Source: an optimization exercise on an open RTL-to-GDS flow (aim: small area, a short achievable clock period and few clock cycles per item). Production flows keep margins and buffers that such runs may drop.
Function was checked by simulation only, so behaviour that the tests miss may differ from the original.

==> flow/config.mk <==
export PLATFORM = sky130hd
export DESIGN_NAME = R_CORDIC_Unit
export DESIGN_NICKNAME = R_CORDIC_Unit
export VERILOG_FILES = /design/flow/design.v
export SDC_FILE = /design/flow/constraint.sdc
export NUM_CORES = 4
export LEC_CHECK = 0
export CAP_MARGIN = 20
export CORE_MARGIN = 2
export CORE_UTILIZATION = 60
export PLACE_DENSITY = 0.7
export SLEW_MARGIN = 20
==> flow/constraint.sdc <==
create_clock -name core_clock -period 10.0 [get_ports {clk}]
set_input_delay 2.0000 -clock core_clock [delete_from_list [all_inputs] [get_ports {clk}]]
set_output_delay 2.0000 -clock core_clock [all_outputs]
set_load 0.01 [all_outputs]
==> flow/design.v <==
module LUT (
    input      [14:0] step,     
    output reg [31:0] value
);
    always @(*) begin
        value = 32'h0;
        if (step[0]) value = value | 32'h2D000000;
        if (step[1]) value = value | 32'h1A90F0F5;
        if (step[2]) value = value | 32'h0E0926A5;
        if (step[3]) value = value | 32'h072023D0;
        if (step[4]) value = value | 32'h03937ABF;
        if (step[5]) value = value | 32'h01C95CAD;
        if (step[6]) value = value | 32'h00E492E5;
        if (step[7]) value = value | 32'h00722D16;
        if (step[8]) value = value | 32'h00391D3F;
        if (step[9]) value = value | 32'h001CC3DD;
        if (step[10]) value = value | 32'h000E2487;
        if (step[11]) value = value | 32'h00072290;
        if (step[12]) value = value | 32'h0003917C;
        if (step[13]) value = value | 32'h0001E66E;
        if (step[14]) value = value | 32'h0000E557;
    end
endmodule
module add_sk (input [31:0] a, input [31:0] b, input cin, output [31:0] s);
  wire [31:0] p = a ^ b;
  wire [31:0] g0 = a & b;
  wire gc0 = g0[0] | (p[0] & cin);
  wire g_0_1 = g0[1] | (p[1] & gc0);
  wire p_0_1 = p[1] & p[0];
  wire g_0_3 = g0[3] | (p[3] & g0[2]);
  wire p_0_3 = p[3] & p[2];
  wire g_0_5 = g0[5] | (p[5] & g0[4]);
  wire p_0_5 = p[5] & p[4];
  wire g_0_7 = g0[7] | (p[7] & g0[6]);
  wire p_0_7 = p[7] & p[6];
  wire g_0_9 = g0[9] | (p[9] & g0[8]);
  wire p_0_9 = p[9] & p[8];
  wire g_0_11 = g0[11] | (p[11] & g0[10]);
  wire p_0_11 = p[11] & p[10];
  wire g_0_13 = g0[13] | (p[13] & g0[12]);
  wire p_0_13 = p[13] & p[12];
  wire g_0_15 = g0[15] | (p[15] & g0[14]);
  wire p_0_15 = p[15] & p[14];
  wire g_0_17 = g0[17] | (p[17] & g0[16]);
  wire p_0_17 = p[17] & p[16];
  wire g_0_19 = g0[19] | (p[19] & g0[18]);
  wire p_0_19 = p[19] & p[18];
  wire g_0_21 = g0[21] | (p[21] & g0[20]);
  wire p_0_21 = p[21] & p[20];
  wire g_0_23 = g0[23] | (p[23] & g0[22]);
  wire p_0_23 = p[23] & p[22];
  wire g_0_25 = g0[25] | (p[25] & g0[24]);
  wire p_0_25 = p[25] & p[24];
  wire g_0_27 = g0[27] | (p[27] & g0[26]);
  wire p_0_27 = p[27] & p[26];
  wire g_0_29 = g0[29] | (p[29] & g0[28]);
  wire p_0_29 = p[29] & p[28];
  wire g_0_31 = g0[31] | (p[31] & g0[30]);
  wire p_0_31 = p[31] & p[30];
  wire g_1_2 = g0[2] | (p[2] & g_0_1);
  wire p_1_2 = p[2] & p_0_1;
  wire g_1_3 = g_0_3 | (p_0_3 & g_0_1);
  wire p_1_3 = p_0_3 & p_0_1;
  wire g_1_6 = g0[6] | (p[6] & g_0_5);
  wire p_1_6 = p[6] & p_0_5;
  wire g_1_7 = g_0_7 | (p_0_7 & g_0_5);
  wire p_1_7 = p_0_7 & p_0_5;
  wire g_1_10 = g0[10] | (p[10] & g_0_9);
  wire p_1_10 = p[10] & p_0_9;
  wire g_1_11 = g_0_11 | (p_0_11 & g_0_9);
  wire p_1_11 = p_0_11 & p_0_9;
  wire g_1_14 = g0[14] | (p[14] & g_0_13);
  wire p_1_14 = p[14] & p_0_13;
  wire g_1_15 = g_0_15 | (p_0_15 & g_0_13);
  wire p_1_15 = p_0_15 & p_0_13;
  wire g_1_18 = g0[18] | (p[18] & g_0_17);
  wire p_1_18 = p[18] & p_0_17;
  wire g_1_19 = g_0_19 | (p_0_19 & g_0_17);
  wire p_1_19 = p_0_19 & p_0_17;
  wire g_1_22 = g0[22] | (p[22] & g_0_21);
  wire p_1_22 = p[22] & p_0_21;
  wire g_1_23 = g_0_23 | (p_0_23 & g_0_21);
  wire p_1_23 = p_0_23 & p_0_21;
  wire g_1_26 = g0[26] | (p[26] & g_0_25);
  wire p_1_26 = p[26] & p_0_25;
  wire g_1_27 = g_0_27 | (p_0_27 & g_0_25);
  wire p_1_27 = p_0_27 & p_0_25;
  wire g_1_30 = g0[30] | (p[30] & g_0_29);
  wire p_1_30 = p[30] & p_0_29;
  wire g_1_31 = g_0_31 | (p_0_31 & g_0_29);
  wire p_1_31 = p_0_31 & p_0_29;
  wire g_2_4 = g0[4] | (p[4] & g_1_3);
  wire p_2_4 = p[4] & p_1_3;
  wire g_2_5 = g_0_5 | (p_0_5 & g_1_3);
  wire p_2_5 = p_0_5 & p_1_3;
  wire g_2_6 = g_1_6 | (p_1_6 & g_1_3);
  wire p_2_6 = p_1_6 & p_1_3;
  wire g_2_7 = g_1_7 | (p_1_7 & g_1_3);
  wire p_2_7 = p_1_7 & p_1_3;
  wire g_2_12 = g0[12] | (p[12] & g_1_11);
  wire p_2_12 = p[12] & p_1_11;
  wire g_2_13 = g_0_13 | (p_0_13 & g_1_11);
  wire p_2_13 = p_0_13 & p_1_11;
  wire g_2_14 = g_1_14 | (p_1_14 & g_1_11);
  wire p_2_14 = p_1_14 & p_1_11;
  wire g_2_15 = g_1_15 | (p_1_15 & g_1_11);
  wire p_2_15 = p_1_15 & p_1_11;
  wire g_2_20 = g0[20] | (p[20] & g_1_19);
  wire p_2_20 = p[20] & p_1_19;
  wire g_2_21 = g_0_21 | (p_0_21 & g_1_19);
  wire p_2_21 = p_0_21 & p_1_19;
  wire g_2_22 = g_1_22 | (p_1_22 & g_1_19);
  wire p_2_22 = p_1_22 & p_1_19;
  wire g_2_23 = g_1_23 | (p_1_23 & g_1_19);
  wire p_2_23 = p_1_23 & p_1_19;
  wire g_2_28 = g0[28] | (p[28] & g_1_27);
  wire p_2_28 = p[28] & p_1_27;
  wire g_2_29 = g_0_29 | (p_0_29 & g_1_27);
  wire p_2_29 = p_0_29 & p_1_27;
  wire g_2_30 = g_1_30 | (p_1_30 & g_1_27);
  wire p_2_30 = p_1_30 & p_1_27;
  wire g_2_31 = g_1_31 | (p_1_31 & g_1_27);
  wire p_2_31 = p_1_31 & p_1_27;
  wire g_3_8 = g0[8] | (p[8] & g_2_7);
  wire p_3_8 = p[8] & p_2_7;
  wire g_3_9 = g_0_9 | (p_0_9 & g_2_7);
  wire p_3_9 = p_0_9 & p_2_7;
  wire g_3_10 = g_1_10 | (p_1_10 & g_2_7);
  wire p_3_10 = p_1_10 & p_2_7;
  wire g_3_11 = g_1_11 | (p_1_11 & g_2_7);
  wire p_3_11 = p_1_11 & p_2_7;
  wire g_3_12 = g_2_12 | (p_2_12 & g_2_7);
  wire p_3_12 = p_2_12 & p_2_7;
  wire g_3_13 = g_2_13 | (p_2_13 & g_2_7);
  wire p_3_13 = p_2_13 & p_2_7;
  wire g_3_14 = g_2_14 | (p_2_14 & g_2_7);
  wire p_3_14 = p_2_14 & p_2_7;
  wire g_3_15 = g_2_15 | (p_2_15 & g_2_7);
  wire p_3_15 = p_2_15 & p_2_7;
  wire g_3_24 = g0[24] | (p[24] & g_2_23);
  wire p_3_24 = p[24] & p_2_23;
  wire g_3_25 = g_0_25 | (p_0_25 & g_2_23);
  wire p_3_25 = p_0_25 & p_2_23;
  wire g_3_26 = g_1_26 | (p_1_26 & g_2_23);
  wire p_3_26 = p_1_26 & p_2_23;
  wire g_3_27 = g_1_27 | (p_1_27 & g_2_23);
  wire p_3_27 = p_1_27 & p_2_23;
  wire g_3_28 = g_2_28 | (p_2_28 & g_2_23);
  wire p_3_28 = p_2_28 & p_2_23;
  wire g_3_29 = g_2_29 | (p_2_29 & g_2_23);
  wire p_3_29 = p_2_29 & p_2_23;
  wire g_3_30 = g_2_30 | (p_2_30 & g_2_23);
  wire p_3_30 = p_2_30 & p_2_23;
  wire g_3_31 = g_2_31 | (p_2_31 & g_2_23);
  wire p_3_31 = p_2_31 & p_2_23;
  wire g_4_16 = g0[16] | (p[16] & g_3_15);
  wire p_4_16 = p[16] & p_3_15;
  wire g_4_17 = g_0_17 | (p_0_17 & g_3_15);
  wire p_4_17 = p_0_17 & p_3_15;
  wire g_4_18 = g_1_18 | (p_1_18 & g_3_15);
  wire p_4_18 = p_1_18 & p_3_15;
  wire g_4_19 = g_1_19 | (p_1_19 & g_3_15);
  wire p_4_19 = p_1_19 & p_3_15;
  wire g_4_20 = g_2_20 | (p_2_20 & g_3_15);
  wire p_4_20 = p_2_20 & p_3_15;
  wire g_4_21 = g_2_21 | (p_2_21 & g_3_15);
  wire p_4_21 = p_2_21 & p_3_15;
  wire g_4_22 = g_2_22 | (p_2_22 & g_3_15);
  wire p_4_22 = p_2_22 & p_3_15;
  wire g_4_23 = g_2_23 | (p_2_23 & g_3_15);
  wire p_4_23 = p_2_23 & p_3_15;
  wire g_4_24 = g_3_24 | (p_3_24 & g_3_15);
  wire p_4_24 = p_3_24 & p_3_15;
  wire g_4_25 = g_3_25 | (p_3_25 & g_3_15);
  wire p_4_25 = p_3_25 & p_3_15;
  wire g_4_26 = g_3_26 | (p_3_26 & g_3_15);
  wire p_4_26 = p_3_26 & p_3_15;
  wire g_4_27 = g_3_27 | (p_3_27 & g_3_15);
  wire p_4_27 = p_3_27 & p_3_15;
  wire g_4_28 = g_3_28 | (p_3_28 & g_3_15);
  wire p_4_28 = p_3_28 & p_3_15;
  wire g_4_29 = g_3_29 | (p_3_29 & g_3_15);
  wire p_4_29 = p_3_29 & p_3_15;
  wire g_4_30 = g_3_30 | (p_3_30 & g_3_15);
  wire p_4_30 = p_3_30 & p_3_15;
  wire g_4_31 = g_3_31 | (p_3_31 & g_3_15);
  wire p_4_31 = p_3_31 & p_3_15;
  assign s = p ^ {g_4_30, g_4_29, g_4_28, g_4_27, g_4_26, g_4_25, g_4_24, g_4_23, g_4_22, g_4_21, g_4_20, g_4_19, g_4_18, g_4_17, g_4_16, g_3_15, g_3_14, g_3_13, g_3_12, g_3_11, g_3_10, g_3_9, g_3_8, g_2_7, g_2_6, g_2_5, g_2_4, g_1_3, g_1_2, g_0_1, gc0, cin};
endmodule
module rsh (
    input  [31:0] d,
    input  [3:0]  lo,
    input  [3:0]  hi,
    output [31:0] q
);
    wire [31:0] t;
    wire [46:0] de = {{15{d[31]}}, d};
    wire [43:0] te = {{12{d[31]}}, t};
    genvar j;
    generate
        for (j = 0; j < 31; j = j + 1) begin : s1
            assign t[j] = (lo[0] & de[j]) | (lo[1] & de[j + 1]) |
                          (lo[2] & de[j + 2]) | (lo[3] & de[j + 3]);
        end
        assign t[31] = d[31];
        for (j = 0; j < 31; j = j + 1) begin : s2
            assign q[j] = (hi[0] & te[j]) | (hi[1] & te[j + 4]) |
                          (hi[2] & te[j + 8]) | (hi[3] & te[j + 12]);
        end
        assign q[31] = d[31];
    endgenerate
endmodule
module R_CORDIC (
    input  [31:0] x,
    output [31:0] s,
    output [31:0] c,
    output        cin
);
    wire w1 = x[31] ^ ~x[27];
    wire w2 = x[31] & ~x[27];
    wire w3 = ~x[28] ^ x[24];
    wire w4 = ~x[28] & x[24];
    wire w5 = ~x[29] ^ x[25];
    wire w6 = ~x[29] & x[25];
    wire w7 = ~x[30] ^ x[26];
    wire w8 = ~x[30] & x[26];
    wire w9 = ~x[15] ^ ~x[11];
    wire w10 = ~x[15] & ~x[11];
    wire w11 = ~x[16] ^ ~x[12];
    wire w12 = ~x[16] & ~x[12];
    wire w13 = ~x[17] ^ ~x[13];
    wire w14 = ~x[17] & ~x[13];
    wire w15 = ~x[18] ^ ~x[14] ^ x[10];
    wire w16 = (~x[18] & ~x[14]) | (~x[18] & x[10]) | (~x[14] & x[10]);
    wire w17 = x[8] ^ ~x[6];
    wire w18 = x[8] & ~x[6];
    wire w19 = ~x[19] ^ ~x[15] ^ x[11];
    wire w20 = (~x[19] & ~x[15]) | (~x[19] & x[11]) | (~x[15] & x[11]);
    wire w21 = x[9] ^ ~x[7];
    wire w22 = x[9] & ~x[7];
    wire w23 = ~x[20] ^ ~x[16] ^ x[12];
    wire w24 = (~x[20] & ~x[16]) | (~x[20] & x[12]) | (~x[16] & x[12]);
    wire w25 = x[10] ^ ~x[8];
    wire w26 = x[10] & ~x[8];
    wire w27 = ~x[21] ^ ~x[17] ^ x[13];
    wire w28 = (~x[21] & ~x[17]) | (~x[21] & x[13]) | (~x[17] & x[13]);
    wire w29 = x[11] ^ ~x[9] ^ ~x[6];
    wire w30 = (x[11] & ~x[9]) | (x[11] & ~x[6]) | (~x[9] & ~x[6]);
    wire w31 = ~x[22] ^ ~x[18] ^ x[14];
    wire w32 = (~x[22] & ~x[18]) | (~x[22] & x[14]) | (~x[18] & x[14]);
    wire w33 = x[12] ^ ~x[10] ^ ~x[7];
    wire w34 = (x[12] & ~x[10]) | (x[12] & ~x[7]) | (~x[10] & ~x[7]);
    wire w35 = ~x[23] ^ ~x[19] ^ x[15];
    wire w36 = (~x[23] & ~x[19]) | (~x[23] & x[15]) | (~x[19] & x[15]);
    wire w37 = x[13] ^ ~x[11] ^ ~x[8];
    wire w38 = (x[13] & ~x[11]) | (x[13] & ~x[8]) | (~x[11] & ~x[8]);
    wire w39 = ~x[5] ^ x[2];
    wire w40 = ~x[5] & x[2];
    wire w41 = ~x[24] ^ ~x[20] ^ x[16];
    wire w42 = (~x[24] & ~x[20]) | (~x[24] & x[16]) | (~x[20] & x[16]);
    wire w43 = x[14] ^ ~x[12] ^ ~x[9];
    wire w44 = (x[14] & ~x[12]) | (x[14] & ~x[9]) | (~x[12] & ~x[9]);
    wire w45 = ~x[6] ^ x[3] ^ x[1];
    wire w46 = (~x[6] & x[3]) | (~x[6] & x[1]) | (x[3] & x[1]);
    wire w47 = ~x[25] ^ ~x[21] ^ x[17];
    wire w48 = (~x[25] & ~x[21]) | (~x[25] & x[17]) | (~x[21] & x[17]);
    wire w49 = x[15] ^ ~x[13] ^ ~x[10];
    wire w50 = (x[15] & ~x[13]) | (x[15] & ~x[10]) | (~x[13] & ~x[10]);
    wire w51 = ~x[7] ^ x[4] ^ x[2];
    wire w52 = (~x[7] & x[4]) | (~x[7] & x[2]) | (x[4] & x[2]);
    wire w53 = ~x[26] ^ ~x[22] ^ x[18];
    wire w54 = (~x[26] & ~x[22]) | (~x[26] & x[18]) | (~x[22] & x[18]);
    wire w55 = x[16] ^ ~x[14] ^ ~x[11];
    wire w56 = (x[16] & ~x[14]) | (x[16] & ~x[11]) | (~x[14] & ~x[11]);
    wire w57 = ~x[8] ^ x[5] ^ x[3];
    wire w58 = (~x[8] & x[5]) | (~x[8] & x[3]) | (x[5] & x[3]);
    wire w59 = ~x[27] ^ ~x[23] ^ x[19];
    wire w60 = (~x[27] & ~x[23]) | (~x[27] & x[19]) | (~x[23] & x[19]);
    wire w61 = x[17] ^ ~x[15] ^ ~x[12];
    wire w62 = (x[17] & ~x[15]) | (x[17] & ~x[12]) | (~x[15] & ~x[12]);
    wire w63 = ~x[9] ^ x[6] ^ x[4];
    wire w64 = (~x[9] & x[6]) | (~x[9] & x[4]) | (x[6] & x[4]);
    wire w65 = ~x[28] ^ ~x[24] ^ x[20];
    wire w66 = (~x[28] & ~x[24]) | (~x[28] & x[20]) | (~x[24] & x[20]);
    wire w67 = x[18] ^ ~x[16] ^ ~x[13];
    wire w68 = (x[18] & ~x[16]) | (x[18] & ~x[13]) | (~x[16] & ~x[13]);
    wire w69 = ~x[10] ^ x[7] ^ x[5];
    wire w70 = (~x[10] & x[7]) | (~x[10] & x[5]) | (x[7] & x[5]);
    wire w71 = ~x[29] ^ ~x[25] ^ x[21];
    wire w72 = (~x[29] & ~x[25]) | (~x[29] & x[21]) | (~x[25] & x[21]);
    wire w73 = x[19] ^ ~x[17] ^ ~x[14];
    wire w74 = (x[19] & ~x[17]) | (x[19] & ~x[14]) | (~x[17] & ~x[14]);
    wire w75 = ~x[11] ^ x[8] ^ x[6];
    wire w76 = (~x[11] & x[8]) | (~x[11] & x[6]) | (x[8] & x[6]);
    wire w77 = ~x[30] ^ ~x[26] ^ x[22];
    wire w78 = (~x[30] & ~x[26]) | (~x[30] & x[22]) | (~x[26] & x[22]);
    wire w79 = x[20] ^ ~x[18] ^ ~x[15];
    wire w80 = (x[20] & ~x[18]) | (x[20] & ~x[15]) | (~x[18] & ~x[15]);
    wire w81 = ~x[12] ^ x[9] ^ x[7];
    wire w82 = (~x[12] & x[9]) | (~x[12] & x[7]) | (x[9] & x[7]);
    wire w83 = w1 ^ x[23] ^ x[21];
    wire w84 = (w1 & x[23]) | (w1 & x[21]) | (x[23] & x[21]);
    wire w85 = ~x[19] ^ ~x[16] ^ ~x[13];
    wire w86 = (~x[19] & ~x[16]) | (~x[19] & ~x[13]) | (~x[16] & ~x[13]);
    wire w87 = x[10] ^ x[8] ^ 1'b1;
    wire w88 = (x[10] & x[8]) | (x[10] & 1'b1) | (x[8] & 1'b1);
    wire w89 = w3 ^ x[22] ^ ~x[20];
    wire w90 = (w3 & x[22]) | (w3 & ~x[20]) | (x[22] & ~x[20]);
    wire w91 = ~x[17] ^ ~x[14] ^ x[11];
    wire w92 = (~x[17] & ~x[14]) | (~x[17] & x[11]) | (~x[14] & x[11]);
    wire w93 = x[9] ^ 1'b1 ^ w2;
    wire w94 = (x[9] & 1'b1) | (x[9] & w2) | (1'b1 & w2);
    wire w95 = w5 ^ x[23] ^ ~x[21];
    wire w96 = (w5 & x[23]) | (w5 & ~x[21]) | (x[23] & ~x[21]);
    wire w97 = ~x[18] ^ ~x[15] ^ x[12];
    wire w98 = (~x[18] & ~x[15]) | (~x[18] & x[12]) | (~x[15] & x[12]);
    wire w99 = x[10] ^ 1'b1 ^ w4;
    wire w100 = (x[10] & 1'b1) | (x[10] & w4) | (1'b1 & w4);
    wire w101 = w7 ^ x[24] ^ ~x[22];
    wire w102 = (w7 & x[24]) | (w7 & ~x[22]) | (x[24] & ~x[22]);
    wire w103 = ~x[19] ^ ~x[16] ^ x[13];
    wire w104 = (~x[19] & ~x[16]) | (~x[19] & x[13]) | (~x[16] & x[13]);
    wire w105 = x[11] ^ 1'b1 ^ w6;
    wire w106 = (x[11] & 1'b1) | (x[11] & w6) | (1'b1 & w6);
    wire w107 = x[31] ^ x[27] ^ x[25];
    wire w108 = (x[31] & x[27]) | (x[31] & x[25]) | (x[27] & x[25]);
    wire w109 = ~x[23] ^ ~x[20] ^ ~x[17];
    wire w110 = (~x[23] & ~x[20]) | (~x[23] & ~x[17]) | (~x[20] & ~x[17]);
    wire w111 = x[14] ^ x[12] ^ w8;
    wire w112 = (x[14] & x[12]) | (x[14] & w8) | (x[12] & w8);
    wire w113 = x[28] ^ x[26] ^ ~x[24];
    wire w114 = (x[28] & x[26]) | (x[28] & ~x[24]) | (x[26] & ~x[24]);
    wire w115 = ~x[21] ^ ~x[18] ^ x[15];
    wire w116 = (~x[21] & ~x[18]) | (~x[21] & x[15]) | (~x[18] & x[15]);
    wire w117 = x[13] ^ 1'b1;
    wire w118 = x[13] & 1'b1;
    wire w119 = x[29] ^ x[27] ^ ~x[25];
    wire w120 = (x[29] & x[27]) | (x[29] & ~x[25]) | (x[27] & ~x[25]);
    wire w121 = ~x[22] ^ ~x[19] ^ x[16];
    wire w122 = (~x[22] & ~x[19]) | (~x[22] & x[16]) | (~x[19] & x[16]);
    wire w123 = x[14] ^ 1'b1;
    wire w124 = x[14] & 1'b1;
    wire w125 = x[30] ^ x[28] ^ ~x[26];
    wire w126 = (x[30] & x[28]) | (x[30] & ~x[26]) | (x[28] & ~x[26]);
    wire w127 = ~x[23] ^ ~x[20] ^ x[17];
    wire w128 = (~x[23] & ~x[20]) | (~x[23] & x[17]) | (~x[20] & x[17]);
    wire w129 = x[15] ^ 1'b1;
    wire w130 = x[15] & 1'b1;
    wire w131 = ~x[31] ^ x[29] ^ ~x[27];
    wire w132 = (~x[31] & x[29]) | (~x[31] & ~x[27]) | (x[29] & ~x[27]);
    wire w133 = ~x[24] ^ ~x[21] ^ x[18];
    wire w134 = (~x[24] & ~x[21]) | (~x[24] & x[18]) | (~x[21] & x[18]);
    wire w135 = x[30] ^ ~x[28] ^ ~x[25];
    wire w136 = (x[30] & ~x[28]) | (x[30] & ~x[25]) | (~x[28] & ~x[25]);
    wire w137 = ~x[22] ^ x[19];
    wire w138 = ~x[22] & x[19];
    wire w139 = ~x[31] ^ ~x[29] ^ ~x[26];
    wire w140 = (~x[31] & ~x[29]) | (~x[31] & ~x[26]) | (~x[29] & ~x[26]);
    wire w141 = ~x[30] ^ ~x[27];
    wire w142 = ~x[30] & ~x[27];
    wire w143 = ~x[12] ^ ~x[8] ^ x[4];
    wire w144 = (~x[12] & ~x[8]) | (~x[12] & x[4]) | (~x[8] & x[4]);
    wire w145 = ~x[13] ^ ~x[9] ^ x[5];
    wire w146 = (~x[13] & ~x[9]) | (~x[13] & x[5]) | (~x[9] & x[5]);
    wire w147 = ~x[14] ^ ~x[10] ^ x[6];
    wire w148 = (~x[14] & ~x[10]) | (~x[14] & x[6]) | (~x[10] & x[6]);
    wire w149 = w9 ^ x[7] ^ x[5];
    wire w150 = (w9 & x[7]) | (w9 & x[5]) | (x[7] & x[5]);
    wire w151 = ~x[3] ^ ~x[0];
    wire w152 = ~x[3] & ~x[0];
    wire w153 = w11 ^ x[8] ^ x[6];
    wire w154 = (w11 & x[8]) | (w11 & x[6]) | (x[8] & x[6]);
    wire w155 = ~x[4] ^ ~x[1] ^ w10;
    wire w156 = (~x[4] & ~x[1]) | (~x[4] & w10) | (~x[1] & w10);
    wire w157 = w13 ^ x[9] ^ x[7];
    wire w158 = (w13 & x[9]) | (w13 & x[7]) | (x[9] & x[7]);
    wire w159 = ~x[5] ^ ~x[2] ^ w12;
    wire w160 = (~x[5] & ~x[2]) | (~x[5] & w12) | (~x[2] & w12);
    wire w161 = w15 ^ w17 ^ ~x[3];
    wire w162 = (w15 & w17) | (w15 & ~x[3]) | (w17 & ~x[3]);
    wire w163 = ~x[0] ^ 1'b1 ^ w14;
    wire w164 = (~x[0] & 1'b1) | (~x[0] & w14) | (1'b1 & w14);
    wire w165 = w19 ^ w21 ^ ~x[4];
    wire w166 = (w19 & w21) | (w19 & ~x[4]) | (w21 & ~x[4]);
    wire w167 = ~x[1] ^ w16 ^ w18;
    wire w168 = (~x[1] & w16) | (~x[1] & w18) | (w16 & w18);
    wire w169 = w23 ^ w25 ^ ~x[5];
    wire w170 = (w23 & w25) | (w23 & ~x[5]) | (w25 & ~x[5]);
    wire w171 = ~x[2] ^ w20 ^ w22;
    wire w172 = (~x[2] & w20) | (~x[2] & w22) | (w20 & w22);
    wire w173 = w27 ^ w29 ^ ~x[3];
    wire w174 = (w27 & w29) | (w27 & ~x[3]) | (w29 & ~x[3]);
    wire w175 = x[0] ^ w24 ^ w26;
    wire w176 = (x[0] & w24) | (x[0] & w26) | (w24 & w26);
    wire w177 = w31 ^ w33 ^ ~x[4];
    wire w178 = (w31 & w33) | (w31 & ~x[4]) | (w33 & ~x[4]);
    wire w179 = x[1] ^ w28 ^ w30;
    wire w180 = (x[1] & w28) | (x[1] & w30) | (w28 & w30);
    wire w181 = w35 ^ w37 ^ w39;
    wire w182 = (w35 & w37) | (w35 & w39) | (w37 & w39);
    wire w183 = x[0] ^ w32 ^ w34;
    wire w184 = (x[0] & w32) | (x[0] & w34) | (w32 & w34);
    wire w185 = w41 ^ w43 ^ w45;
    wire w186 = (w41 & w43) | (w41 & w45) | (w43 & w45);
    wire w187 = w36 ^ w38 ^ w40;
    wire w188 = (w36 & w38) | (w36 & w40) | (w38 & w40);
    wire w189 = w47 ^ w49 ^ w51;
    wire w190 = (w47 & w49) | (w47 & w51) | (w49 & w51);
    wire w191 = w42 ^ w44 ^ w46;
    wire w192 = (w42 & w44) | (w42 & w46) | (w44 & w46);
    wire w193 = w53 ^ w55 ^ w57;
    wire w194 = (w53 & w55) | (w53 & w57) | (w55 & w57);
    wire w195 = w48 ^ w50 ^ w52;
    wire w196 = (w48 & w50) | (w48 & w52) | (w50 & w52);
    wire w197 = w59 ^ w61 ^ w63;
    wire w198 = (w59 & w61) | (w59 & w63) | (w61 & w63);
    wire w199 = w54 ^ w56 ^ w58;
    wire w200 = (w54 & w56) | (w54 & w58) | (w56 & w58);
    wire w201 = w65 ^ w67 ^ w69;
    wire w202 = (w65 & w67) | (w65 & w69) | (w67 & w69);
    wire w203 = w60 ^ w62 ^ w64;
    wire w204 = (w60 & w62) | (w60 & w64) | (w62 & w64);
    wire w205 = w71 ^ w73 ^ w75;
    wire w206 = (w71 & w73) | (w71 & w75) | (w73 & w75);
    wire w207 = w66 ^ w68 ^ w70;
    wire w208 = (w66 & w68) | (w66 & w70) | (w68 & w70);
    wire w209 = w77 ^ w79 ^ w81;
    wire w210 = (w77 & w79) | (w77 & w81) | (w79 & w81);
    wire w211 = w72 ^ w74 ^ w76;
    wire w212 = (w72 & w74) | (w72 & w76) | (w74 & w76);
    wire w213 = w83 ^ w85 ^ w87;
    wire w214 = (w83 & w85) | (w83 & w87) | (w85 & w87);
    wire w215 = w78 ^ w80 ^ w82;
    wire w216 = (w78 & w80) | (w78 & w82) | (w80 & w82);
    wire w217 = w89 ^ w91 ^ w93;
    wire w218 = (w89 & w91) | (w89 & w93) | (w91 & w93);
    wire w219 = w84 ^ w86 ^ w88;
    wire w220 = (w84 & w86) | (w84 & w88) | (w86 & w88);
    wire w221 = w95 ^ w97 ^ w99;
    wire w222 = (w95 & w97) | (w95 & w99) | (w97 & w99);
    wire w223 = w90 ^ w92 ^ w94;
    wire w224 = (w90 & w92) | (w90 & w94) | (w92 & w94);
    wire w225 = w101 ^ w103 ^ w105;
    wire w226 = (w101 & w103) | (w101 & w105) | (w103 & w105);
    wire w227 = w96 ^ w98 ^ w100;
    wire w228 = (w96 & w98) | (w96 & w100) | (w98 & w100);
    wire w229 = w107 ^ w109 ^ w111;
    wire w230 = (w107 & w109) | (w107 & w111) | (w109 & w111);
    wire w231 = w102 ^ w104 ^ w106;
    wire w232 = (w102 & w104) | (w102 & w106) | (w104 & w106);
    wire w233 = w113 ^ w115 ^ w117;
    wire w234 = (w113 & w115) | (w113 & w117) | (w115 & w117);
    wire w235 = w108 ^ w110 ^ w112;
    wire w236 = (w108 & w110) | (w108 & w112) | (w110 & w112);
    wire w237 = w119 ^ w121 ^ w123;
    wire w238 = (w119 & w121) | (w119 & w123) | (w121 & w123);
    wire w239 = w114 ^ w116 ^ w118;
    wire w240 = (w114 & w116) | (w114 & w118) | (w116 & w118);
    wire w241 = w125 ^ w127 ^ w129;
    wire w242 = (w125 & w127) | (w125 & w129) | (w127 & w129);
    wire w243 = w120 ^ w122 ^ w124;
    wire w244 = (w120 & w122) | (w120 & w124) | (w122 & w124);
    wire w245 = w131 ^ w133 ^ x[16];
    wire w246 = (w131 & w133) | (w131 & x[16]) | (w133 & x[16]);
    wire w247 = w126 ^ w128 ^ w130;
    wire w248 = (w126 & w128) | (w126 & w130) | (w128 & w130);
    wire w249 = w135 ^ w137 ^ x[17];
    wire w250 = (w135 & w137) | (w135 & x[17]) | (w137 & x[17]);
    wire w251 = 1'b1 ^ w132 ^ w134;
    wire w252 = (1'b1 & w132) | (1'b1 & w134) | (w132 & w134);
    wire w253 = w139 ^ ~x[23] ^ x[20];
    wire w254 = (w139 & ~x[23]) | (w139 & x[20]) | (~x[23] & x[20]);
    wire w255 = x[18] ^ w136 ^ w138;
    wire w256 = (x[18] & w136) | (x[18] & w138) | (w136 & w138);
    wire w257 = w141 ^ ~x[24] ^ x[21];
    wire w258 = (w141 & ~x[24]) | (w141 & x[21]) | (~x[24] & x[21]);
    wire w259 = x[19] ^ 1'b1 ^ w140;
    wire w260 = (x[19] & 1'b1) | (x[19] & w140) | (1'b1 & w140);
    wire w261 = x[31] ^ ~x[28] ^ ~x[25];
    wire w262 = (x[31] & ~x[28]) | (x[31] & ~x[25]) | (~x[28] & ~x[25]);
    wire w263 = x[22] ^ x[20] ^ w142;
    wire w264 = (x[22] & x[20]) | (x[22] & w142) | (x[20] & w142);
    wire w265 = ~x[29] ^ ~x[26] ^ x[23];
    wire w266 = (~x[29] & ~x[26]) | (~x[29] & x[23]) | (~x[26] & x[23]);
    wire w267 = x[21] ^ 1'b1;
    wire w268 = x[21] & 1'b1;
    wire w269 = ~x[30] ^ ~x[27] ^ x[24];
    wire w270 = (~x[30] & ~x[27]) | (~x[30] & x[24]) | (~x[27] & x[24]);
    wire w271 = x[22] ^ 1'b1;
    wire w272 = x[22] & 1'b1;
    wire w273 = x[31] ^ ~x[28] ^ x[25];
    wire w274 = (x[31] & ~x[28]) | (x[31] & x[25]) | (~x[28] & x[25]);
    wire w275 = ~x[29] ^ x[26];
    wire w276 = ~x[29] & x[26];
    wire w277 = ~x[30] ^ x[27];
    wire w278 = ~x[30] & x[27];
    wire w279 = ~x[10] ^ ~x[6];
    wire w280 = ~x[10] & ~x[6];
    wire w281 = ~x[11] ^ ~x[7] ^ x[3];
    wire w282 = (~x[11] & ~x[7]) | (~x[11] & x[3]) | (~x[7] & x[3]);
    wire w283 = w143 ^ x[2] ^ ~x[0];
    wire w284 = (w143 & x[2]) | (w143 & ~x[0]) | (x[2] & ~x[0]);
    wire w285 = w145 ^ x[3] ^ ~x[1];
    wire w286 = (w145 & x[3]) | (w145 & ~x[1]) | (x[3] & ~x[1]);
    wire w287 = w147 ^ x[4] ^ ~x[2];
    wire w288 = (w147 & x[4]) | (w147 & ~x[2]) | (x[4] & ~x[2]);
    wire w289 = w149 ^ w151 ^ 1'b1;
    wire w290 = (w149 & w151) | (w149 & 1'b1) | (w151 & 1'b1);
    wire w291 = w153 ^ w155 ^ w150;
    wire w292 = (w153 & w155) | (w153 & w150) | (w155 & w150);
    wire w293 = w157 ^ w159 ^ w154;
    wire w294 = (w157 & w159) | (w157 & w154) | (w159 & w154);
    wire w295 = w161 ^ w163 ^ w158;
    wire w296 = (w161 & w163) | (w161 & w158) | (w163 & w158);
    wire w297 = w165 ^ w167 ^ w162;
    wire w298 = (w165 & w167) | (w165 & w162) | (w167 & w162);
    wire w299 = w169 ^ w171 ^ w166;
    wire w300 = (w169 & w171) | (w169 & w166) | (w171 & w166);
    wire w301 = w173 ^ w175 ^ w170;
    wire w302 = (w173 & w175) | (w173 & w170) | (w175 & w170);
    wire w303 = w177 ^ w179 ^ w174;
    wire w304 = (w177 & w179) | (w177 & w174) | (w179 & w174);
    wire w305 = w181 ^ w183 ^ w178;
    wire w306 = (w181 & w183) | (w181 & w178) | (w183 & w178);
    wire w307 = w185 ^ w187 ^ w182;
    wire w308 = (w185 & w187) | (w185 & w182) | (w187 & w182);
    wire w309 = w189 ^ w191 ^ w186;
    wire w310 = (w189 & w191) | (w189 & w186) | (w191 & w186);
    wire w311 = w193 ^ w195 ^ w190;
    wire w312 = (w193 & w195) | (w193 & w190) | (w195 & w190);
    wire w313 = w197 ^ w199 ^ w194;
    wire w314 = (w197 & w199) | (w197 & w194) | (w199 & w194);
    wire w315 = w201 ^ w203 ^ w198;
    wire w316 = (w201 & w203) | (w201 & w198) | (w203 & w198);
    wire w317 = w205 ^ w207 ^ w202;
    wire w318 = (w205 & w207) | (w205 & w202) | (w207 & w202);
    wire w319 = w209 ^ w211 ^ w206;
    wire w320 = (w209 & w211) | (w209 & w206) | (w211 & w206);
    wire w321 = w213 ^ w215 ^ w210;
    wire w322 = (w213 & w215) | (w213 & w210) | (w215 & w210);
    wire w323 = w217 ^ w219 ^ w214;
    wire w324 = (w217 & w219) | (w217 & w214) | (w219 & w214);
    wire w325 = w221 ^ w223 ^ w218;
    wire w326 = (w221 & w223) | (w221 & w218) | (w223 & w218);
    wire w327 = w225 ^ w227 ^ w222;
    wire w328 = (w225 & w227) | (w225 & w222) | (w227 & w222);
    wire w329 = w229 ^ w231 ^ w226;
    wire w330 = (w229 & w231) | (w229 & w226) | (w231 & w226);
    wire w331 = w233 ^ w235 ^ w230;
    wire w332 = (w233 & w235) | (w233 & w230) | (w235 & w230);
    wire w333 = w237 ^ w239 ^ w234;
    wire w334 = (w237 & w239) | (w237 & w234) | (w239 & w234);
    wire w335 = w241 ^ w243 ^ w238;
    wire w336 = (w241 & w243) | (w241 & w238) | (w243 & w238);
    wire w337 = w245 ^ w247 ^ w242;
    wire w338 = (w245 & w247) | (w245 & w242) | (w247 & w242);
    wire w339 = w249 ^ w251 ^ w246;
    wire w340 = (w249 & w251) | (w249 & w246) | (w251 & w246);
    wire w341 = w253 ^ w255 ^ w250;
    wire w342 = (w253 & w255) | (w253 & w250) | (w255 & w250);
    wire w343 = w257 ^ w259 ^ w254;
    wire w344 = (w257 & w259) | (w257 & w254) | (w259 & w254);
    wire w345 = w261 ^ w263 ^ w258;
    wire w346 = (w261 & w263) | (w261 & w258) | (w263 & w258);
    wire w347 = w265 ^ w267 ^ w262;
    wire w348 = (w265 & w267) | (w265 & w262) | (w267 & w262);
    wire w349 = w269 ^ w271 ^ w266;
    wire w350 = (w269 & w271) | (w269 & w266) | (w271 & w266);
    wire w351 = w273 ^ x[23] ^ w270;
    wire w352 = (w273 & x[23]) | (w273 & w270) | (x[23] & w270);
    wire w353 = w275 ^ x[24] ^ 1'b1;
    wire w354 = (w275 & x[24]) | (w275 & 1'b1) | (x[24] & 1'b1);
    wire w355 = w277 ^ x[25] ^ 1'b1;
    wire w356 = (w277 & x[25]) | (w277 & 1'b1) | (x[25] & 1'b1);
    wire w357 = x[31] ^ x[28] ^ x[26];
    wire w358 = (x[31] & x[28]) | (x[31] & x[26]) | (x[28] & x[26]);
    wire w359 = x[29] ^ x[27];
    wire w360 = x[29] & x[27];
    wire w361 = x[30] ^ x[28];
    wire w362 = x[30] & x[28];
    wire w363 = ~x[4] ^ ~x[0];
    wire w364 = ~x[4] & ~x[0];
    wire w365 = ~x[5] ^ ~x[1];
    wire w366 = ~x[5] & ~x[1];
    wire w367 = ~x[6] ^ ~x[2];
    wire w368 = ~x[6] & ~x[2];
    wire w369 = ~x[7] ^ ~x[3];
    wire w370 = ~x[7] & ~x[3];
    wire w371 = ~x[8] ^ ~x[4] ^ x[0];
    wire w372 = (~x[8] & ~x[4]) | (~x[8] & x[0]) | (~x[4] & x[0]);
    wire w373 = ~x[9] ^ ~x[5] ^ x[1];
    wire w374 = (~x[9] & ~x[5]) | (~x[9] & x[1]) | (~x[5] & x[1]);
    wire w375 = w279 ^ x[2] ^ x[0];
    wire w376 = (w279 & x[2]) | (w279 & x[0]) | (x[2] & x[0]);
    wire w377 = w281 ^ x[1] ^ w280;
    wire w378 = (w281 & x[1]) | (w281 & w280) | (x[1] & w280);
    wire w379 = w283 ^ 1'b1 ^ w282;
    wire w380 = (w283 & 1'b1) | (w283 & w282) | (1'b1 & w282);
    wire w381 = w285 ^ w144 ^ w284;
    wire w382 = (w285 & w144) | (w285 & w284) | (w144 & w284);
    wire w383 = w287 ^ w146 ^ w286;
    wire w384 = (w287 & w146) | (w287 & w286) | (w146 & w286);
    wire w385 = w289 ^ w148 ^ w288;
    wire w386 = (w289 & w148) | (w289 & w288) | (w148 & w288);
    wire w387 = w291 ^ w152 ^ w290;
    wire w388 = (w291 & w152) | (w291 & w290) | (w152 & w290);
    wire w389 = w293 ^ w156 ^ w292;
    wire w390 = (w293 & w156) | (w293 & w292) | (w156 & w292);
    wire w391 = w295 ^ w160 ^ w294;
    wire w392 = (w295 & w160) | (w295 & w294) | (w160 & w294);
    wire w393 = w297 ^ w164 ^ w296;
    wire w394 = (w297 & w164) | (w297 & w296) | (w164 & w296);
    wire w395 = w299 ^ w168 ^ w298;
    wire w396 = (w299 & w168) | (w299 & w298) | (w168 & w298);
    wire w397 = w301 ^ w172 ^ w300;
    wire w398 = (w301 & w172) | (w301 & w300) | (w172 & w300);
    wire w399 = w303 ^ w176 ^ w302;
    wire w400 = (w303 & w176) | (w303 & w302) | (w176 & w302);
    wire w401 = w305 ^ w180 ^ w304;
    wire w402 = (w305 & w180) | (w305 & w304) | (w180 & w304);
    wire w403 = w307 ^ w184 ^ w306;
    wire w404 = (w307 & w184) | (w307 & w306) | (w184 & w306);
    wire w405 = w309 ^ w188 ^ w308;
    wire w406 = (w309 & w188) | (w309 & w308) | (w188 & w308);
    wire w407 = w311 ^ w192 ^ w310;
    wire w408 = (w311 & w192) | (w311 & w310) | (w192 & w310);
    wire w409 = w313 ^ w196 ^ w312;
    wire w410 = (w313 & w196) | (w313 & w312) | (w196 & w312);
    wire w411 = w315 ^ w200 ^ w314;
    wire w412 = (w315 & w200) | (w315 & w314) | (w200 & w314);
    wire w413 = w317 ^ w204 ^ w316;
    wire w414 = (w317 & w204) | (w317 & w316) | (w204 & w316);
    wire w415 = w319 ^ w208 ^ w318;
    wire w416 = (w319 & w208) | (w319 & w318) | (w208 & w318);
    wire w417 = w321 ^ w212 ^ w320;
    wire w418 = (w321 & w212) | (w321 & w320) | (w212 & w320);
    wire w419 = w323 ^ w216 ^ w322;
    wire w420 = (w323 & w216) | (w323 & w322) | (w216 & w322);
    wire w421 = w325 ^ w220 ^ w324;
    wire w422 = (w325 & w220) | (w325 & w324) | (w220 & w324);
    wire w423 = w327 ^ w224 ^ w326;
    wire w424 = (w327 & w224) | (w327 & w326) | (w224 & w326);
    wire w425 = w329 ^ w228 ^ w328;
    wire w426 = (w329 & w228) | (w329 & w328) | (w228 & w328);
    wire w427 = w331 ^ w232 ^ w330;
    wire w428 = (w331 & w232) | (w331 & w330) | (w232 & w330);
    wire w429 = w333 ^ w236 ^ w332;
    wire w430 = (w333 & w236) | (w333 & w332) | (w236 & w332);
    wire w431 = w335 ^ w240 ^ w334;
    wire w432 = (w335 & w240) | (w335 & w334) | (w240 & w334);
    wire w433 = w337 ^ w244 ^ w336;
    wire w434 = (w337 & w244) | (w337 & w336) | (w244 & w336);
    wire w435 = w339 ^ w248 ^ w338;
    wire w436 = (w339 & w248) | (w339 & w338) | (w248 & w338);
    wire w437 = w341 ^ w252 ^ w340;
    wire w438 = (w341 & w252) | (w341 & w340) | (w252 & w340);
    wire w439 = w343 ^ w256 ^ w342;
    wire w440 = (w343 & w256) | (w343 & w342) | (w256 & w342);
    wire w441 = w345 ^ w260 ^ w344;
    wire w442 = (w345 & w260) | (w345 & w344) | (w260 & w344);
    wire w443 = w347 ^ w264 ^ w346;
    wire w444 = (w347 & w264) | (w347 & w346) | (w264 & w346);
    wire w445 = w349 ^ w268 ^ w348;
    wire w446 = (w349 & w268) | (w349 & w348) | (w268 & w348);
    wire w447 = w351 ^ w272 ^ w350;
    wire w448 = (w351 & w272) | (w351 & w350) | (w272 & w350);
    wire w449 = w353 ^ w274 ^ w352;
    wire w450 = (w353 & w274) | (w353 & w352) | (w274 & w352);
    wire w451 = w355 ^ w276 ^ w354;
    wire w452 = (w355 & w276) | (w355 & w354) | (w276 & w354);
    wire w453 = w357 ^ w278 ^ w356;
    wire w454 = (w357 & w278) | (w357 & w356) | (w278 & w356);
    wire w455 = w359 ^ 1'b1 ^ w358;
    wire w456 = (w359 & 1'b1) | (w359 & w358) | (1'b1 & w358);
    wire w457 = w361 ^ 1'b1 ^ w360;
    wire w458 = (w361 & 1'b1) | (w361 & w360) | (1'b1 & w360);
    wire w459 = ~x[31] ^ x[29] ^ w362;
    wire w460 = (~x[31] & x[29]) | (~x[31] & w362) | (x[29] & w362);
    wire w461 = x[30] ^ 1'b1;
    wire w462 = x[30] & 1'b1;
    wire [23:0] la = {w401, w399, w397, w395, w393, w391, w389, w387, w385, w383, w381, w379, w377, w375, w373, w371, w369, w367, w365, w363, ~x[3], ~x[2], ~x[1], ~x[0]};
    wire [23:0] lb = {w400, w398, w396, w394, w392, w390, w388, w386, w384, w382, w380, w378, w376, w374, w372, w370, w368, w366, w364, 1'b1, 1'b0, 1'b0, 1'b0, 1'b1};
    wire [23:0] lg = la & lb;
    wire [23:0] lp = la | lb;
    wire cg1 = lg[1] | (lp[1] & lg[0]);
    wire cp1 = lp[1] & lp[0];
    wire cg2 = lg[3] | (lp[3] & lg[2]);
    wire cp2 = lp[3] & lp[2];
    wire cg3 = lg[5] | (lp[5] & lg[4]);
    wire cp3 = lp[5] & lp[4];
    wire cg4 = lg[7] | (lp[7] & lg[6]);
    wire cp4 = lp[7] & lp[6];
    wire cg5 = lg[9] | (lp[9] & lg[8]);
    wire cp5 = lp[9] & lp[8];
    wire cg6 = lg[11] | (lp[11] & lg[10]);
    wire cp6 = lp[11] & lp[10];
    wire cg7 = lg[13] | (lp[13] & lg[12]);
    wire cp7 = lp[13] & lp[12];
    wire cg8 = lg[15] | (lp[15] & lg[14]);
    wire cp8 = lp[15] & lp[14];
    wire cg9 = lg[17] | (lp[17] & lg[16]);
    wire cp9 = lp[17] & lp[16];
    wire cg10 = lg[19] | (lp[19] & lg[18]);
    wire cp10 = lp[19] & lp[18];
    wire cg11 = lg[21] | (lp[21] & lg[20]);
    wire cp11 = lp[21] & lp[20];
    wire cg12 = lg[23] | (lp[23] & lg[22]);
    wire cp12 = lp[23] & lp[22];
    wire cg13 = cg2 | (cp2 & cg1);
    wire cp13 = cp2 & cp1;
    wire cg14 = cg4 | (cp4 & cg3);
    wire cp14 = cp4 & cp3;
    wire cg15 = cg6 | (cp6 & cg5);
    wire cp15 = cp6 & cp5;
    wire cg16 = cg8 | (cp8 & cg7);
    wire cp16 = cp8 & cp7;
    wire cg17 = cg10 | (cp10 & cg9);
    wire cp17 = cp10 & cp9;
    wire cg18 = cg12 | (cp12 & cg11);
    wire cp18 = cp12 & cp11;
    wire cg19 = cg14 | (cp14 & cg13);
    wire cp19 = cp14 & cp13;
    wire cg20 = cg16 | (cp16 & cg15);
    wire cp20 = cp16 & cp15;
    wire cg21 = cg18 | (cp18 & cg17);
    wire cp21 = cp18 & cp17;
    wire cg22 = cg20 | (cp20 & cg19);
    wire cp22 = cp20 & cp19;
    wire cg23 = cg21 | (cp21 & cg22);
    wire cp23 = cp21 & cp22;
    assign cin = cg23;
    assign s = {1'b1, ~x[31], w461, w459, w457, w455, w453, w451, w449, w447, w445, w443, w441, w439, w437, w435, w433, w431, w429, w427, w425, w423, w421, w419, w417, w415, w413, w411, w409, w407, w405, w403};
    assign c = {1'b0, w462, w460, w458, w456, w454, w452, w450, w448, w446, w444, w442, w440, w438, w436, w434, w432, w430, w428, w426, w424, w422, w420, w418, w416, w414, w412, w410, w408, w406, w404, w402};
endmodule
module R_CORDIC_Unit (
    input signed [31:0]      i_data_1,
    input signed [31:0]      i_data_2,
    input signed [31:0]      angle,
    input                    en,
    input                    rst,
    input                    clk,
    output signed [31:0]     o_data_1,
    output signed [31:0]     o_data_2,
    output                   done_flag
);
    reg        busy, done;
    reg  [4:0] cnt;
    reg signed [31:0] bx, by, ba;
    reg               bc;
    reg        [3:0]  sxl, sxh;    
    reg        [3:0]  syl, syh;    
    reg        [14:0] oh;          
    reg               fin;     
    reg               hold;    
    reg               sgx;     
    reg               sgy_n;   
    reg               sga_n;   
    wire m1 = cnt == 5'd15;
    wire m2 = cnt == 5'd16;
    wire m3 = cnt == 5'd17;
    wire [4:0]  cnt_n = en ? 5'd0 : busy ? cnt + 5'd1 : cnt;
    wire        fin_n  = !en && busy && (m1 || m2);
    wire        hold_n = !en && busy && m2;
    wire [31:0] t;
    LUT lut (.step(oh), .value(t));
    wire cinx = sgx | (fin & bc);
    wire [31:0] sx, sy;
    rsh rsh_x (.d(bx), .lo(sxl), .hi(sxh), .q(sx));
    rsh rsh_y (.d(by), .lo(syl), .hi(syh), .q(sy));
    wire [31:0] nx, ny, na;
    add_sk add_x (.a(bx), .b(sy ^ {32{sgx}}),   .cin(cinx),  .s(nx));
    add_sk add_y (.a(by), .b(sx ^ {32{sgy_n}}), .cin(sgy_n), .s(ny));
    add_sk add_a (.a(ba), .b(t  ^ {32{sga_n}}), .cin(sga_n), .s(na));
    wire [31:0] ks, kc;
    wire        kci;
    R_CORDIC gain (.x(ba), .s(ks), .c(kc), .cin(kci));
    wire [31:0] ba_n = en ? angle : m1 ? by : (m2 || cnt == 5'd14) ? nx : na;
    wire        sg_n = en ? angle[31] : na[31];
    always @(posedge clk or posedge rst) begin
        if (rst) begin
            busy <= 1'b0;
            done <= 1'b0;
            cnt  <= 5'd0;
        end else begin
            done <= busy && m3;
            cnt  <= cnt_n;
            if (en)
                busy <= 1'b1;
            else if (m3)
                busy <= 1'b0;
        end
    end
    always @(posedge clk) begin
        bc    <= kci;
        fin   <= fin_n;
        hold  <= hold_n;
        sxl   <= 4'd1 << cnt_n[1:0];
        sxh   <= 4'd1 << cnt_n[3:2];
        syl   <= fin_n ? 4'd1 : 4'd1 << cnt_n[1:0];
        syh   <= fin_n ? 4'd1 : 4'd1 << cnt_n[3:2];
        oh    <= en ? 15'd1 : oh << 1;
        sgx   <= sg_n & ~fin_n;
        sgy_n <= ~sg_n;
        sga_n <= ~(sg_n | hold_n);
        ba    <= ba_n;
        if (en) begin
            bx <= i_data_1;
            by <= i_data_2;
        end else if (m1 | m2) begin
            bx <= ks;
            by <= kc;
        end else begin
            bx <= nx;
            by <= ny;
        end
    end
    assign o_data_1  = ba;
    assign o_data_2  = bx;
    assign done_flag = done;
endmodule
==> flow/flow/run.sh <==
#!/bin/bash
set -euo pipefail
export BUFFER_PORTS_ARGS="-buffer_cell sky130_fd_sc_hd__buf_1"
export SETUP_SLACK_MARGIN=5.5
bash standard.sh > standard.log 2>&1
==> flow/standard.sh <==
#!/bin/bash
# synth_recipe.tcl (not shown) runs the flow's synth.tcl, then flattens the netlist and writes it again
# the make line also repeats each setting of config.mk as NAME=value (left out here)
make -C /OpenROAD-flow-scripts/flow DESIGN_CONFIG=/design/flow/config.mk WORK_HOME=/design/flow/orfs CLKGATE_MAP_FILE= SYNTH_SCRIPT=/design/flow/synth_recipe.tcl "${@:-finish}"
==> notes.md <==
-- final cells by class --
class                      instances  area [um2]
clock buffer                      20         437
tap                              390         488
sequential                       139        2870
timing repair buffer             251        1300
multi-input combinational       1625       13800
inverter                         219         882
clock inverter                    12         164
fill                            2475        9410
-- flip-flops by register name, summed over array words and instances (netlist names), 4 cells and up --
register / count
ba: 32
bx: 32
by: 32
cnt: 5
oh: 15
sxh: 4
sxl: 4
syh: 4
syl: 4
-- cell usage after synthesis, types with 7 or more instances --
library cell,n
sky130_fd_sc_hd__mux2i_1,25
sky130_fd_sc_hd__nand2b_1,12
sky130_fd_sc_hd__xor2_1,71
sky130_fd_sc_hd__fa_1,205
sky130_fd_sc_hd__dfrtp_1,7
sky130_fd_sc_hd__o22ai_1,11
sky130_fd_sc_hd__nor4_1,7
sky130_fd_sc_hd__xnor2_1,92
sky130_fd_sc_hd__nand3_1,36
sky130_fd_sc_hd__ha_1,137
sky130_fd_sc_hd__clkbuf_1,91
sky130_fd_sc_hd__a22o_1,26
sky130_fd_sc_hd__nor2b_1,24
sky130_fd_sc_hd__and2_1,7
sky130_fd_sc_hd__nor2_1,114
sky130_fd_sc_hd__a22oi_1,155
sky130_fd_sc_hd__and3_1,15
sky130_fd_sc_hd__o211ai_1,7
sky130_fd_sc_hd__o21a_1,11
sky130_fd_sc_hd__a21o_1,18
sky130_fd_sc_hd__dfxtp_1,132
sky130_fd_sc_hd__inv_1,219
sky130_fd_sc_hd__nand2_1,233
sky130_fd_sc_hd__nor3_1,34
sky130_fd_sc_hd__a221oi_1,28
sky130_fd_sc_hd__buf_1,15
sky130_fd_sc_hd__a21oi_1,124
sky130_fd_sc_hd__a31oi_1,11
sky130_fd_sc_hd__a211oi_1,17
sky130_fd_sc_hd__maj3_1,7
sky130_fd_sc_hd__o21ai_0,110
-- path summary, 6_finish.rpt --
kind	start	to	slack, ns
max in group asynchronous	rst	cnt[0]	8.35
worst min register to register	oh[10]	oh[11]	0.50
worst min-delay path	oh[10]	oh[11]	0.50
worst max register to register	ba[13]	bc	5.56
worst max-delay path	ba[13]	bc	5.56
min in group asynchronous	rst	busy	1.44
-- cell usage in the layout, fill, tap and decap left out, types with 15 or more instances in the layout --
master and count:
sky130_fd_sc_hd__nor3_1 34, sky130_fd_sc_hd__and3_1 15, sky130_fd_sc_hd__clkbuf_16 17, sky130_fd_sc_hd__a21o_1 18
sky130_fd_sc_hd__dfxtp_1 110, sky130_fd_sc_hd__nand2_1 233, sky130_fd_sc_hd__mux2i_1 25, sky130_fd_sc_hd__nor2_1 113
sky130_fd_sc_hd__a221oi_1 25, sky130_fd_sc_hd__fa_1 205, sky130_fd_sc_hd__xor2_1 71, sky130_fd_sc_hd__a21oi_1 124
sky130_fd_sc_hd__inv_1 203, sky130_fd_sc_hd__a22o_1 26, sky130_fd_sc_hd__xnor2_1 91, sky130_fd_sc_hd__a22oi_1 153
sky130_fd_sc_hd__nor2b_1 24, sky130_fd_sc_hd__buf_4 84, sky130_fd_sc_hd__a211oi_1 16, sky130_fd_sc_hd__ha_1 137
sky130_fd_sc_hd__buf_1 162, sky130_fd_sc_hd__nand3_1 36, sky130_fd_sc_hd__clkinvlp_4 17, sky130_fd_sc_hd__o21ai_0 107
-- worst max-delay path, cell delays in order, from the launching register on --
cell	delay [ns]
sky130_fd_sc_hd__dfxtp_4	0.46
sky130_fd_sc_hd__clkinvlp_4	0.22
sky130_fd_sc_hd__ha_1	0.33
sky130_fd_sc_hd__inv_1	0.05
sky130_fd_sc_hd__fa_1	0.47
sky130_fd_sc_hd__inv_1	0.06
sky130_fd_sc_hd__fa_1	0.50
sky130_fd_sc_hd__fa_1	0.57
sky130_fd_sc_hd__nand2b_1	0.13
sky130_fd_sc_hd__o21ai_0	0.10
sky130_fd_sc_hd__a21oi_1	0.15
sky130_fd_sc_hd__o21ai_0	0.09
sky130_fd_sc_hd__maj3_1	0.38
sky130_fd_sc_hd__maj3_1	0.37
sky130_fd_sc_hd__o31ai_2	0.28
sky130_fd_sc_hd__maj3_1	0.23
-- stage by stage --
stage | setup WS, ns | hold slack (ns)
final | 5.56 | 0.495
after global routing | 5.44 | 0.504
after CTS | 5.45 | 0.497
after detailed placement | 5.07 | 0.494
after global placement | 5.20 | 0.497
after floorplan | 5.58 | 0.461
-- kinds of logic after synthesis --
logic type,share of synthesized area (%)
XOR/XNOR,8.01
buffers and inverters,7.10
AND/OR/NAND/NOR,12.6
flip-flops,15.8
adder cells (fa/ha/maj),33.1
multiplexers,1.72
AO/OA/AOI/OAI,21.6
-- routing by layer --
layer,track usage (%),routed length [um],up-vias
li1,-,-,7567
met1,55.2,25300,8172
met2,68.9,30700,1122
met3,10.1,7220,220
met4,19.9,3310,0
met5,0,0,-
-- repair_timing --
item	in CTS	in global routing
gates resized for setup	25	40
endpoints found under the setup margin	46	40
buffers inserted	9	57
pin swaps	0	5
gates cloned	0	0
==> notes.md <==
Run status:
- The flow ran to the end and the layout has no timing, DRC or antenna violations.

Floorplanning:
- The die is 176 um wide.
- The boundary pin count is approximately 160.
- The core region is between 0.02 and 0.03 mm2.
- The starting density of the core is 60.6%.
- The die height is about 180 um.
- The die covers roughly 0.031 mm2.
- After floorplanning, the core was divided into 63 placement rows.

Critical path:
- The worst setup path is of the reg -> reg kind.
- The required time reported for the critical path endpoint is roughly 10 ns.
- The largest driver fanout on the critical path is 7.
- At the worst endpoint, the arrival time is slightly below 5 ns.
- The worst setup path is launched from a flip-flop.
- The element type at the critical path end is a flip-flop.
- For the worst flop-to-flop path, the logic depth is 15.

Placed design:
- At the end of routability-driven placement, the weighted congestion stood at just under 1.
- The HPWL after detailed placement is slightly above 50000 um.
- The count of input and output buffers is about 160.
- The placed instance area is around 0.019 mm2.
- Counting tap cells, the placed design contains a total of 2558 instances.

Route:
- After detailed routing, the number of vias per cell comes to roughly 6.4.
- The number of nets still failing antenna checks after routing is 0.
- In the final routed layout, each cell accounts on average for ~25 um.
- The first-iteration detailed-routing DRC count is between 2k and 2.5k.
- After detailed routing, the total wire length is between 60000 and 70000 um.
- For this run, design rule violations remaining after detail routing come to 0.
- The first TritonRoute pass finished after 6 iterations.
- The routed layout has 17.1k vias.

GRT:
- The via count of the first global-routing pass came to 16.7k.
- The number of antenna violations at the first check in global routing is 0.
- The global-route total usage across every layer is between 40% and 50%.
- The first global-routing pass estimated 99800 um of wire.
- Entering global routing, the biggest net connects 78 pins.
- The remaining global-route overflow is 0.

Clock tree:
- The root buffer cell is sky130_fd_sc_hd__clkbuf_16.
- The total CTS buffers is 17.
- TritonCTS built the clock tree.
- The insertion delay of the later-clocked pin in the worst-skew pair is about 0.46 ns.
- After clock tree synthesis, the flow added hold-fix buffers numbering 0.
- The H-tree was split into 4 levels.
- The maximum clock path buffer count is 2.
- Counting every sink on the clock net gives 139.
- The clock slew seen by the registers of the worst setup and hold paths is around 0.07 ns.

Synthesis:
- The number of storage elements in the synthesis netlist is 139.
- For this run, the leading register cell type out of synthesis is sky130_fd_sc_hd__dfxtp_1.
- The synthesized netlist net count is around 2.5k.
- The count of yosys warnings during synthesis is 2.
- After synthesis, the largest area contributor takes up 23.0% of total cell area.
- In this run, distinct cell masters in the synthesized netlist total 74.
- After synthesis, the mean cell area works out to around 8.5 um2.
- The synthesized instance count is 2095.
- The share of the Yosys chip area taken by registers is between 10% and 20%.
- By area the synthesized netlist is led by sky130_fd_sc_hd__fa_1, sky130_fd_sc_hd__dfxtp_1, sky130_fd_sc_hd__ha_1, sky130_fd_sc_hd__a22oi_1, sky130_fd_sc_hd__nand2_1.
- In this run the cell area of the synthesized design comes to between 0.015 and 0.02 mm2.
- The synthesized design spends more area on one cell type than any other, namely sky130_fd_sc_hd__fa_1.
- The proportion of synthesized flip-flops having asynchronous set or reset is just over 5%.
- The number of enable-type register cells in the synthesized netlist is 0.

Timing:
- The count of endpoints failing setup in the final report is 0.
- Dividing the final minimum period by the clock period gives 44.4%.
- The sum of negative setup slack is 0 ns.
- The max-slew violation count was 0.
- The maximum clock frequency is between 200 and 250 MHz.
- Subtracting the final worst setup slack from the clock period gives between 4 and 5 ns.
- The final number of hold-violating endpoints is 0.
- The tightest slew margin relative to the limit is a little under two fifths.
- Setup repair after global routing could not meet its margin everywhere.
- For the pin with the worst max-slew slack, the measured transition is roughly 0.94 ns.
- The clock tree skew after final layout is ~0.019 ns.

Final layout:
- The finished layout holds around 2.7k standard cells, fillers aside.
- The area growth from synthesis to layout is 12.2%.
- For this run, the post-layout net count is about 2.7k.
- Summing all non-filler instances in the final layout gives an area of 0.0200 mm2.
- The number of antenna diodes in the final layout is 0.
- For this run, the share of the core covered by cells in the final layout is between 60% and 70%.
- The share of final-layout standard cells stronger than drive strength 1 is between 8 and 9%.

Min path:
- Counting instances, the worst hold path has a depth of 1.
- The worst hold path belongs to the class reg -> reg.

Flow run:
- The number of max-cap violations is 0.
Testbench counts, summed over its fixed seeds: cycles 9,736, items 512.

==> afterwards: timing with drivers on the ports <==
How much do the figures lean on ideal ports? The routed layout below was timed once more, with nothing changed but the port constraints.
Step 1 (the two cells are an assumption about what drives the block):
set clk [get_ports {clk}]
set_driving_cell -lib_cell sky130_fd_sc_hd__clkbuf_16 $clk
set_driving_cell -lib_cell sky130_fd_sc_hd__buf_2 [delete_from_list [all_inputs] $clk]
Step 2 moves the port delays by t, midway between the first and last clock arrival at a register: inputs arrive t later, outputs are due t later. That takes back most of the time a late clock gives input paths.
Three values: ideal, step 1, step 2; two values: the first two.
t, ns: 0.512
setup WS [ns]: 5.560 / 5.560 / 5.560
cell pins on the clock port's net: 1
After both steps this run still meets setup and hold. For this run, drivers alone change the setup slack by 0.000 ns; drivers and shift together by 0.000 ns.
